From an optimization exercise on the open Yosys and OpenROAD flow, aimed at small area, a short achievable clock period and few clock cycles; shortcuts taken in it are not production practice. In this exercise RTL edits were held to simulation tests only and were not proved equivalent to the original.

the previous run:
## divider
module divider #(
    parameter XLEN_WIDTH = 32
)(
    input                   clk_i,
    input                   rst_i,
    input                   stall_i,
    input  logic [XLEN_WIDTH-1:0]      a_i,
    input  logic [XLEN_WIDTH-1:0]      b_i,
    input  logic            req_i,
    input  logic            kill_i,
    input  logic [ 1 : 0]   operation_sel_i,
    output logic [XLEN_WIDTH-1:0]      div_result_o,
    output logic            ready_o,
    output logic            result_valid_o
);
function automatic [5:0] clz32(input [31:0] x);
    reg [15:0] z1, c1;
    reg [7:0]  z2; reg [1:0] c2 [0:7];
    reg [3:0]  z3; reg [2:0] c3 [0:3];
    reg [1:0]  z4; reg [3:0] c4 [0:1];
    reg [4:0]  c5;
    integer i;
    begin
        for (i = 0; i < 16; i = i + 1) begin
            z1[i] = ~(x[2*i+1] | x[2*i]);
            c1[i] = ~x[2*i+1];
        end
        for (i = 0; i < 8; i = i + 1) begin
            z2[i] = z1[2*i+1] & z1[2*i];
            c2[i] = z1[2*i+1] ? {1'b1, c1[2*i]} : {1'b0, c1[2*i+1]};
        end
        for (i = 0; i < 4; i = i + 1) begin
            z3[i] = z2[2*i+1] & z2[2*i];
            c3[i] = z2[2*i+1] ? {1'b1, c2[2*i]} : {1'b0, c2[2*i+1]};
        end
        for (i = 0; i < 2; i = i + 1) begin
            z4[i] = z3[2*i+1] & z3[2*i];
            c4[i] = z3[2*i+1] ? {1'b1, c3[2*i]} : {1'b0, c3[2*i+1]};
        end
        c5 = z4[1] ? {1'b1, c4[0]} : {1'b0, c4[1]};
        clz32 = (z4[1] & z4[0]) ? 6'd32 : {1'b0, c5};
    end
endfunction
wire is_div    = ~operation_sel_i[1];
wire is_signed = ~operation_sel_i[0];
wire a_neg     = is_signed & a_i[31];
wire b_neg     = is_signed & b_i[31];
wire b_zero    = (b_i == 32'b0);
wire [31:0] abs_a = a_neg ? -a_i : a_i;
  ...
Size: ~2200 cells after synthesis, ~100 flip-flops, roughly 110 I/O pins, about 16000 µm² of cells after synthesis.
==> flow/config.mk <==
export PLATFORM = sky130hd
export DESIGN_NAME = divider
export DESIGN_NICKNAME = divider
export VERILOG_FILES = /design/flow/design.v
export SDC_FILE = /design/flow/constraint.sdc
export NUM_CORES = 4
export LEC_CHECK = 0
export CAP_MARGIN = 20
export CORE_MARGIN = 2
export CORE_UTILIZATION = 45
export PLACE_DENSITY = 0.6
export SETUP_SLACK_MARGIN = 1.25
export SLEW_MARGIN = 20
==> flow/constraint.sdc <==
create_clock -name core_clock -period 5.5 [get_ports {clk_i}]
set_input_delay 1.1000 -clock core_clock [delete_from_list [all_inputs] [get_ports {clk_i}]]
set_output_delay 1.1000 -clock core_clock [all_outputs]
set_load 0.01 [all_outputs]
standard.sh (not shown) runs the stock make flow with config.mk's settings and CLKGATE_MAP_FILE= SYNTH_SCRIPT=/design/flow/synth_recipe.tcl, a recipe that flattens the netlist after the stock synthesis.
==> flow/flow/run.sh <==
#!/bin/bash
# Standard layout, with the port buffers made from plain buffers rather than
# the delay cells buffer_ports picks by default.
set -e
cp standard.sh standard_sh.log
export BUFFER_PORTS_ARGS="-buffer_cell sky130_fd_sc_hd__buf_2"
bash standard.sh > standard.log 2>&1
The previous run was carried through to the last stage, and its layout satisfied the timing, design-rule and antenna checks.
Testbench counts of the previous run, summed over its fixed seeds: cycles 67,179.
## Diff of input files: the current run against the previous run
==> flow/run.sh (new file) <==
#!/bin/bash
# synth_recipe.tcl (not shown) runs the flow's synth.tcl, then flattens the netlist and writes it again
# the make line also repeats each setting of config.mk as NAME=value (left out here)
make -C /OpenROAD-flow-scripts/flow DESIGN_CONFIG=/design/flow/config.mk WORK_HOME=/design/flow/orfs CLKGATE_MAP_FILE= SYNTH_SCRIPT=/design/flow/synth_recipe.tcl finish
-- flow/config.mk --
<<< the previous run, line 9
export CORE_MARGIN = 2
export CORE_UTILIZATION = 45
export PLACE_DENSITY = 0.6
export SETUP_SLACK_MARGIN = 1.25
export SLEW_MARGIN = 20
>>> the current run, line 9
export CORE_MARGIN = 2
export CORE_UTILIZATION = 65
export PLACE_DENSITY = 0.75
export SETUP_SLACK_MARGIN = 1.0
export SLEW_MARGIN = 20
removed: flow/flow/run.sh
removed: flow/standard.sh
==> notes.md <==
- Slowest cell on the critical path: or4_4 -> the current run, or4_1 -> the previous run
- Against the previous run as the reference, the current run delivers a lower routed wire length.
- Note that the die area recorded for the current run amounts to 0.70 times the value seen in the previous run.
- Number of signal-net buffers in the layout (the previous run / the current run): 0.941

-- port drivers added, routing unchanged --
The flow's constraints put no driver on any port. The routed layouts listed below were extracted and timed again, unchanged, in two steps. Step 1 sets driving cells, clkbuf_16 on the clock port and buf_2 on the other inputs (assumed; they add their load-dependent delay and slew). Step 2, shift: input delay + t, output delay - t, t = (earliest + latest rising clock arrival at the registers) / 2. This alone moves slack from input paths to output paths. a / b / c = no drivers / after step 1 / after step 2; a / b = the first two.
run | t (ns) | slack for setup (ns) | worst setup path at the end | slew at the worst register clock pin (ns) | cell pins on the clock port's net
the previous run | 0.404 | 1.153 / 1.182 / 0.778 | input to register | 0.08 / 0.08 | 1
the current run | 0.400 | 0.923 / 0.947 / 0.547 | input to register | 0.08 / 0.08 | 1
After both steps every run listed still meets setup and hold. For the current run, which loses most, drivers alone change the setup slack by +0.024 ns; drivers and shift together by -0.376 ns.
